What follows belongs to an exercise in optimizing a design on an open flow for small area, a short achievable clock period and few clock cycles per item; a production flow would make more cautious choices.
At most, simulation tests tie the RTL to the original design; equivalence was not proved.

## multiplicacion
module multiplicacion #(
    parameter N = 32
    ) (
    input logic clk, rst,
    input logic valid,
    input logic [N-1:0] A, B,
    output logic [2*N-1:0] Mult,
    output logic done
    );
Size in the first run: about 3400 cells after synthesis, ~150 flip-flops, about 130 I/O pins.
export LEC_CHECK = 0
export ABC_AREA = 1
export CAP_MARGIN = 20
export CORE_MARGIN = 2
export CORE_UTILIZATION = 55
export SETUP_SLACK_MARGIN = 0.9
export SLEW_MARGIN = 20
export SYNTH_HIERARCHICAL = 1
create_clock -name core_clock -period 5.0 [get_ports {clk}]
standard.sh (not shown) runs the stock make flow with config.mk's settings and CLKGATE_MAP_FILE= SYNTH_SCRIPT=/design/flow/synth_recipe.tcl, a recipe that flattens the netlist after the stock synthesis.
==> flow/flow/run.sh <==
#!/bin/bash
set -e
cat standard.sh > standard_sh_copy.txt
export BUFFER_PORTS_ARGS="-buffer_cell sky130_fd_sc_hd__buf_4"
bash standard.sh > standard.log 2>&1
Rerun with:
--- a/flow/config.mk
+++ b/flow/config.mk
@@ -12 +12 @@
-export SETUP_SLACK_MARGIN = 0.9
+export SETUP_SLACK_MARGIN = 1.3
Effect: The changed run completed without violations; design area came out higher by a quarter to a third; first-iteration DRC count increases by a quarter to a third; routed wire length is higher by about a fifth.
Rerun with:
--- a/flow/config.mk
+++ b/flow/config.mk
@@ -12 +11,0 @@
-export SETUP_SLACK_MARGIN = 1.3
Effect: The new run produced a clean layout; final cell count is lower by 5.2%; global-route usage fell by 6.3 points; non-clock buffer count goes down by 222; sequential share of layout area increases by 2.1 points; setup slack gets worse by 370 ps; via count went down by about 12%; routed wire length drops by 19%; core utilization drops by 18 points; final area shrinks by 23%; count of clock-buffer cells in the layout is unchanged.
No functional check of the RTL was part of any run of this note.

========
Another version of the RTL of multiplicacion (not shown whole).
Size: ~2500 cells after synthesis, ~130 flip-flops, roughly 130 I/O pins, about 25000 um2 of cells after synthesis.
Settings: LEC_CHECK=0, ABC_AREA=1, CAP_MARGIN=20, CORE_MARGIN=2, CORE_UTILIZATION=55, SLEW_MARGIN=20, SYNTH_HIERARCHICAL=1; clock period 5.0 ns.
Scripts as last shown in full above: flow/flow/run.sh
Testbench counts at the start, summed over its fixed seeds: cycles 2,408, items 2,400.
Then changed:
Settings changed: CTS_BUF_LIST from default to sky130_fd_sc_hd__clkbuf_4 sky130_fd_sc_hd__clkbuf_8.
The new run ran to the end with no violations.
Setup slack gains 0.011 ns.
First-iteration DRC count drops by a few percent.
Die area is unchanged.
Via count is about the same.
Non-clock buffer count stays the same.
Worst hold slack degrades by 0.079 ns.
Count of clock-buffer cells in the layout stays the same.
Then changed:
Settings changed: CTS_BUF_LIST sky130_fd_sc_hd__clkbuf_4 sky130_fd_sc_hd__clkbuf_8 to default, GPL_TIMING_DRIVEN from default to 0.
Result: With this change the flow produced a layout that fails on negative setup slack. Fmax came out lower by 11%. Critical path depth fell by 8. Cell area fell by 1.3%. Via count went up by 1.9%. Area after synthesis does not change. Global-route usage goes up by 1.3 points.
Then changed:
Settings changed: GPL_TIMING_DRIVEN 0 to default, SETUP_SLACK_MARGIN from default to 0.65.
With this change the flow ran to the end with no violations.
Synthesized area is unchanged.
Worst hold slack gets better by 0.016 ns.
Final area climbs by 6.9%.
Via count drops by 0.65%.

========
Setup of north:
multiplicacion, a different RTL version from the one above (not shown whole).
Size in the first run: ~130 flip-flops, about 130 I/O pins, ~0.029 mm² of cells after synthesis.
==> flow/config.mk <==
export PLATFORM = sky130hd
export DESIGN_NAME = multiplicacion
export DESIGN_NICKNAME = multiplicacion
export VERILOG_FILES = /design/flow/design.v
export SDC_FILE = /design/flow/constraint.sdc
export NUM_CORES = 4
export LEC_CHECK = 0
export ABC_AREA = 1
export CAP_MARGIN = 20
export CORE_MARGIN = 2
export CORE_UTILIZATION = 55
export SLEW_MARGIN = 20
export SYNTH_HIERARCHICAL = 1
==> flow/constraint.sdc <==
create_clock -name core_clock -period 5.0 [get_ports {clk}]
set_input_delay 1.0000 -clock core_clock [delete_from_list [all_inputs] [get_ports {clk}]]
set_output_delay 1.0000 -clock core_clock [all_outputs]
set_load 0.01 [all_outputs]
Scripts as last shown in full above: flow/flow/run.sh
## Diff of input files: south against north
- an added SETUP_SLACK_MARGIN of 1.0
==> flow/run.sh (new file) <==
#!/bin/bash
# synth_recipe.tcl (not shown) runs the flow's synth.tcl, then flattens the netlist and writes it again
# the make line also repeats each setting of config.mk as NAME=value (left out here)
make -C /OpenROAD-flow-scripts/flow DESIGN_CONFIG=/design/flow/config.mk WORK_HOME=/design/flow/orfs CLKGATE_MAP_FILE= SYNTH_SCRIPT=/design/flow/synth_recipe.tcl finish
removed: flow/flow/run.sh
removed: flow/standard.sh
Findings:
south against north: count of antenna diodes in the layout rose 3, count of clock-buffer cells in the layout fell 6, critical path depth rose 2. Re worst setup slack after placement: south and north aren't equal, and the lower value belongs to south. Sum of routed wire length over all layers went up by more than 10% going from north to south. Relative to north, design area increased by about 20% in south. The height of the chip was comparable across south and north.
No functional check of the RTL was part of any run of this note.

========
== indigo ==
RTL: one of the versions met above, not the one the previous note started from.
Size in the first run: ~2500 cells after synthesis, about 130 flip-flops, about 130 I/O pins, about 25000 µm² of cells after synthesis.
==> flow/config.mk <==
export PLATFORM = sky130hd
export DESIGN_NAME = multiplicacion
export DESIGN_NICKNAME = multiplicacion
export VERILOG_FILES = /design/flow/design.v
export SDC_FILE = /design/flow/constraint.sdc
export NUM_CORES = 4
export LEC_CHECK = 0
export ABC_AREA = 1
export CAP_MARGIN = 20
export CORE_MARGIN = 2
export CORE_UTILIZATION = 55
export PLACE_DENSITY = 0.75
export SLEW_MARGIN = 20
export SYNTH_HIERARCHICAL = 1
==> flow/constraint.sdc <==
create_clock -name core_clock -period 5.0 [get_ports {clk}]
set_input_delay 1.0000 -clock core_clock [delete_from_list [all_inputs] [get_ports {clk}]]
set_output_delay 1.0000 -clock core_clock [all_outputs]
set_load 0.01 [all_outputs]
==> flow/flow/run.sh <==
#!/bin/bash
set -e
cat standard.sh > standard_sh_copy.txt
export BUFFER_PORTS_ARGS="-buffer_cell sky130_fd_sc_hd__buf_4"
bash standard.sh > standard.log 2>&1
Testbench counts of indigo, summed over its fixed seeds: cycles 2,408, items 2,400.
#### Input delta (quartz over indigo)
Settings: swapping 55 for 48 in CORE_UTILIZATION; clearing PLACE_DENSITY, which used to be 0.75; putting CTS_BUF_LIST at sky130_fd_sc_hd__clkbuf_4 sky130_fd_sc_hd__clkbuf_8 where nothing was set.
quartz vs. indigo: first-iteration DRC count decreased about 10%, maximum cell stage delay along the critical path decreased 0.17 ns, final hold slack decreased 0.086 ns. Against indigo, quartz comes in 1.35 ns lower on required time at the worst-slack endpoint. Delta (quartz minus indigo): total instance count after detailed placement increased by 98 relative to the old numbers; post-layout net count went up by 10; achievable clock frequency climbed 3.2%. Count of non-filler cells in the finished layout (quartz vs. indigo) increases by a few percent.
What fjord does differently from quartz at the input level:
Settings: CORE_UTILIZATION: 48 -> 62.
Results
Compared with quartz, in fjord core utilization moved up; count of buffering cells on the critical path with inverters included moved down.
Cmp quartz and fjord / layout-stage area growth over the synthesis result / lower: fjord
Going from quartz to fjord, the cell area was found to have gone down by about 0.9%.
In the flow results for quartz and fjord, the wire length on met3 is smaller on quartz.
Summary: with quartz as the reference, die area in fjord moved down by more than 10%.
Setup slack after layout of quartz is on par with fjord.
diff inputs: fjord => violet
Settings: changing CORE_UTILIZATION from 62 to 55; changing SLEW_MARGIN from 20 to 0; removing CTS_BUF_LIST (formerly sky130_fd_sc_hd__clkbuf_4 sky130_fd_sc_hd__clkbuf_8); changing CAP_MARGIN from 20 to 0.
==> run notes <==
violet against fjord: period utilization decreased by 0.63 points relative to the old numbers; final routed DRC violation total about even; largest fanout on the critical path shows an increase of 12. Critical path depth is lower on violet. The non-filler instance count after layout of violet is higher than that of fjord. The layout-stage area growth over the synthesis result of violet is higher than that of fjord. The wire length number comes out lower for fjord vs violet. fjord vs violet, end point of the critical path: Mult[63] vs q101$_DFF_P_.
Input changes introduced in xenon (baseline for comparison: violet):
Settings: ABC_AREA: 1 -> 0; SLEW_MARGIN: 0 -> 20; CAP_MARGIN: 0 -> 20.
Results
Out of xenon and violet, the only run to close with the timing, design-rule and antenna checks passing was violet. Status xenon: flow complete, layout not clean - negative setup slack. Taking xenon as 1.0, violet lands at 0.835 on cell area. As far as cell depth of the worst hold path goes, violet and xenon are indistinguishable; the numbers are identical. xenon vs. violet: fmax lost 14%, wire length of the first global-routing pass went up by 45%, floorplan die area increased by about 18% relative to the old numbers. The lower register share of the cell area of xenon and violet is in xenon.
Input-level comparison between harbor and xenon:
Settings: ABC_AREA changed from 0 to 1.
diff --git a/flow/flow/run.sh b/flow/flow/run.sh
--- a/flow/flow/run.sh
+++ b/flow/flow/run.sh
@@ -4,0 +5,2 @@
+bash standard.sh synth floorplan place > standard_place.log 2>&1
+export SETUP_SLACK_MARGIN=0.7
Findings:
For the total length of routed wires, harbor came in about 30% lower than xenon did.
harbor has completed all stages; timing, DRC and antenna checks passed.
xenon has higher global-route met1 utilization than harbor.
Compared with xenon, the detailed router inserted fewer vias in harbor.
Compared with xenon, harbor has extra setup slack.
Diff xenon -> harbor | first-pass GRT wire length | decrease of 57000 µm

========
== run A ==
multiplicacion again, from the RTL that the note above started with.
// multiplicacion
module multiplicacion #(
    parameter N = 32
    ) (
    input logic clk, rst,
    input logic valid,
    input logic [N-1:0] A, B,
    output logic [2*N-1:0] Mult,
    output logic done
    );
==> flow/config.mk <==
export PLATFORM = sky130hd
export DESIGN_NAME = multiplicacion
export DESIGN_NICKNAME = multiplicacion
export VERILOG_FILES = /design/flow/design.v
export SDC_FILE = /design/flow/constraint.sdc
export NUM_CORES = 4
export LEC_CHECK = 0
export ABC_AREA = 1
export CAP_MARGIN = 20
export CORE_MARGIN = 2
export CORE_UTILIZATION = 55
export GPL_ROUTABILITY_DRIVEN = 0
export SLEW_MARGIN = 20
export SYNTH_HIERARCHICAL = 1
==> flow/constraint.sdc <==
create_clock -name core_clock -period 5.0 [get_ports {clk}]
set_input_delay 1.0000 -clock core_clock [delete_from_list [all_inputs] [get_ports {clk}]]
set_output_delay 1.0000 -clock core_clock [all_outputs]
set_load 0.01 [all_outputs]
==> flow/flow/run.sh <==
#!/bin/bash
set -e
cat standard.sh > standard_sh_copy.txt
export BUFFER_PORTS_ARGS="-buffer_cell sky130_fd_sc_hd__buf_4"
bash standard.sh > standard.log 2>&1
Testbench counts of run A, summed over its fixed seeds: cycles 2,408, items 2,400.
## Diff of input files: run B against run A
- GPL_ROUTABILITY_DRIVEN: 0 -> unset
- CORE_UTILIZATION: 55 -> 70
Findings:
For final wirelength, run B and run A come out practically identical. Run A → run B: final setup slack of the worst path dropped 0.0089 ns; non-clock buffer share of cell area now sits higher; number of vias per cell after detailed routing has increased; area taken by flip-flops and latches comparable. Routed length on met3 of run B exceeds that of run A by more than a quarter.
Input-level comparison between run C and run B:
- changing CORE_UTILIZATION from 70 to 55
==> flow/flow/run.sh <==
#!/bin/bash
set -e
cat standard.sh > standard_sh_copy.txt
export BUFFER_PORTS_ARGS="-buffer_cell sky130_fd_sc_hd__buf_2"
bash standard.sh > standard.log 2>&1
Run C | stages: all done | timing, DRC, antenna: all pass
Going from run B to run C, stage delay of the slowest cell on the critical path shrinks by 0.02 ns.
Comparing run B and run C, the lower first-pass GRT wire length was measured on run B.
Measured against run B, the non-clock buffer count of run C comes out at 1.10 times the reference value.
Looking at last weighted congestion value of the routability-driven placer across run B and run C, the one that comes out lower is run C.
Die size: run C exceeds run B
The number of different library cells in the post-synthesis netlist of run B and that of run C are within noise of each other.

========
Setup of try-sierra:
multiplicacion, a different RTL version from the one above (not shown whole).
For scale: ~3,500 cells after synthesis, about 130 I/O pins.
==> flow/config.mk <==
export PLATFORM = sky130hd
export DESIGN_NAME = multiplicacion
export DESIGN_NICKNAME = multiplicacion
export VERILOG_FILES = /design/flow/design.v
export SDC_FILE = /design/flow/constraint.sdc
export NUM_CORES = 4
export LEC_CHECK = 0
export ABC_AREA = 1
export CAP_MARGIN = 20
export CORE_MARGIN = 2
export CORE_UTILIZATION = 55
export SLEW_MARGIN = 20
export SYNTH_HIERARCHICAL = 1
==> flow/constraint.sdc <==
create_clock -name core_clock -period 5.0 [get_ports {clk}]
set_input_delay 1.0000 -clock core_clock [delete_from_list [all_inputs] [get_ports {clk}]]
set_output_delay 1.0000 -clock core_clock [all_outputs]
set_load 0.01 [all_outputs]
==> flow/flow/run.sh <==
#!/bin/bash
set -e
cat standard.sh > standard_sh_copy.txt
export BUFFER_PORTS_ARGS="-buffer_cell sky130_fd_sc_hd__buf_4"
bash standard.sh > standard.log 2>&1
Testbench counts of try-sierra, summed over its fixed seeds: cycles 2,408, items 2,400.
## Diff of input files: try-onyx against try-sierra
==> flow/run.sh (new file) <==
#!/bin/bash
# synth_recipe.tcl (not shown) runs the flow's synth.tcl, then flattens the netlist and writes it again
# the make line also repeats each setting of config.mk as NAME=value (left out here)
make -C /OpenROAD-flow-scripts/flow DESIGN_CONFIG=/design/flow/config.mk WORK_HOME=/design/flow/orfs CLKGATE_MAP_FILE= SYNTH_SCRIPT=/design/flow/synth_recipe.tcl finish
removed: flow/flow/run.sh
removed: flow/standard.sh
Findings:
Total routed wirelength: try-onyx and try-sierra compared, higher one is try-onyx. Number of buffer and inverter instances along the worst setup path: try-onyx vs try-sierra identical. try-onyx vs try-sierra: total met2 wirelength after detailed routing up in try-onyx. Diff try-sierra -> try-onyx | fraction of cell area in non-clock buffers | increase of 2.1 points. Length of routed wiring on met1: higher on try-sierra.
What try-pepper does differently from try-onyx at the input level:
==> flow/flow/run.sh (new file) <==
#!/bin/bash
set -e
cat standard.sh > standard_sh_copy.txt
export BUFFER_PORTS_ARGS="-buffer_cell sky130_fd_sc_hd__buf_4"
bash standard.sh > standard.log 2>&1
==> flow/standard.sh (new file) <==
#!/bin/bash
# synth_recipe.tcl (not shown) runs the flow's synth.tcl, then flattens the netlist and writes it again
# the make line also repeats each setting of config.mk as NAME=value (left out here)
make -C /OpenROAD-flow-scripts/flow DESIGN_CONFIG=/design/flow/config.mk WORK_HOME=/design/flow/orfs CLKGATE_MAP_FILE= SYNTH_SCRIPT=/design/flow/synth_recipe.tcl "${@:-finish}"
--- a/flow/config.mk
+++ b/flow/config.mk
@@ -11,2 +11,3 @@
 export CORE_UTILIZATION = 55
+export SETUP_SLACK_MARGIN = 0.5
 export SLEW_MARGIN = 20
removed: flow/run.sh
--- outcome ---
Where worst setup slack is concerned, try-onyx is outperformed by try-pepper. A critical path capture point of Mult[63] is what try-onyx shows, while Mult[47] belongs to try-pepper. try-pepper against try-onyx: length of routed met2 wiring shows a reduction of 690 µm; timing-limited maximum frequency picked up an extra about 9%; number of clock buffers in the layout climbed 1; final cell count fell 0.97%.

[what the ideal ports hide]
In the flow no input, the clock included, has a driving cell. The finished layouts below were timed again as built, in two steps.
Step 1 sets driving cells, clkbuf_16 on the clock port and buf_2 on the other inputs (assumed; they add their load-dependent delay and slew).
Step 2, shift: input delay + t, output delay - t, t = (earliest + latest rising clock arrival at the registers) / 2. This alone moves slack from input paths to output paths.
a / b / c = ideal ports / drivers / drivers and shift; a / b = the first two.
| run | shift t [ns] | slack for setup (ns) | hold slack, ns | latest minus earliest clock arrival (ns) |
|---|---|---|---|---|
| the first run of note 1 | 0.520 | 0.870 / 0.914 / 0.395 | 0.700 / 0.661 / 1.180 | 0.020 / 0.021 |
| the second run of note 1 | 0.534 | 0.835 / 0.850 / 0.316 | 0.666 / 0.630 / 1.164 | 0.021 / 0.022 |
| the third run of note 1 | 0.536 | 0.460 / 0.429 / -0.107 | 0.669 / 0.636 / 1.172 | 0.018 / 0.018 |
| the first run of note 2 | 0.538 | 0.525 / 0.548 / 0.010 | 0.672 / 0.639 / 1.176 | 0.009 / 0.009 |
| the second run of note 2 | 0.615 | 0.536 / 0.477 / -0.004 | 0.593 / 0.560 / 1.176 | 0.017 / 0.017 |
| the third run of note 2 | 0.532 | -0.021 / 0.017 / -0.515 | 0.651 / 0.619 / 1.151 | 0.011 / 0.012 |
| the fourth run of note 2 | 0.546 | 0.671 / 0.625 / 0.109 | 0.667 / 0.630 / 1.177 | 0.020 / 0.021 |
| north | 0.522 | 0.145 / 0.182 / -0.341 | 0.685 / 0.661 / 1.184 | 0.013 / 0.013 |
| south | 0.484 | 0.405 / 0.401 / -0.083 | 0.739 / 0.741 / 1.225 | 0.017 / 0.016 |
| indigo | 0.535 | 0.352 / 0.388 / -0.147 | 0.676 / 0.650 / 1.185 | 0.018 / 0.018 |
| quartz | 0.619 | 0.495 / 0.441 / -0.077 | 0.591 / 0.560 / 1.179 | 0.019 / 0.019 |
| fjord | 0.617 | 0.493 / 0.438 / -0.090 | 0.578 / 0.552 / 1.170 | 0.018 / 0.019 |
| violet | 0.538 | 0.525 / 0.548 / 0.010 | 0.672 / 0.639 / 1.176 | 0.009 / 0.009 |
| xenon | 0.557 | -0.185 / -0.250 / -0.376 | 0.653 / 0.621 / 1.178 | 0.016 / 0.017 |
| harbor | 0.542 | 0.602 / 0.631 / 0.089 | 0.668 / 0.635 / 1.177 | 0.010 / 0.009 |
| run A | 0.550 | 0.417 / 0.452 / -0.098 | 0.662 / 0.630 / 1.180 | 0.018 / 0.018 |
| run B | 0.524 | 0.408 / 0.435 / -0.089 | 0.685 / 0.652 / 1.176 | 0.012 / 0.011 |
| run C | 0.553 | 0.470 / 0.509 / -0.044 | 0.668 / 0.631 / 1.184 | 0.018 / 0.018 |
| try-sierra | 0.542 | 0.587 / 0.526 / 0.205 | 0.672 / 0.640 / 1.182 | 0.017 / 0.017 |
| try-onyx | 0.538 | 0.228 / 0.169 / -0.094 | 0.922 / 0.915 / 1.453 | 0.015 / 0.015 |
| try-pepper | 0.540 | 0.619 / 0.559 / 0.209 | 0.671 / 0.640 / 1.180 | 0.017 / 0.017 |
Met with ideal ports but missed after step 2: setup timing in 11 of these runs. The setup slack of fjord, which loses most, moves by -0.055 ns with the drivers and by -0.583 ns with both steps.
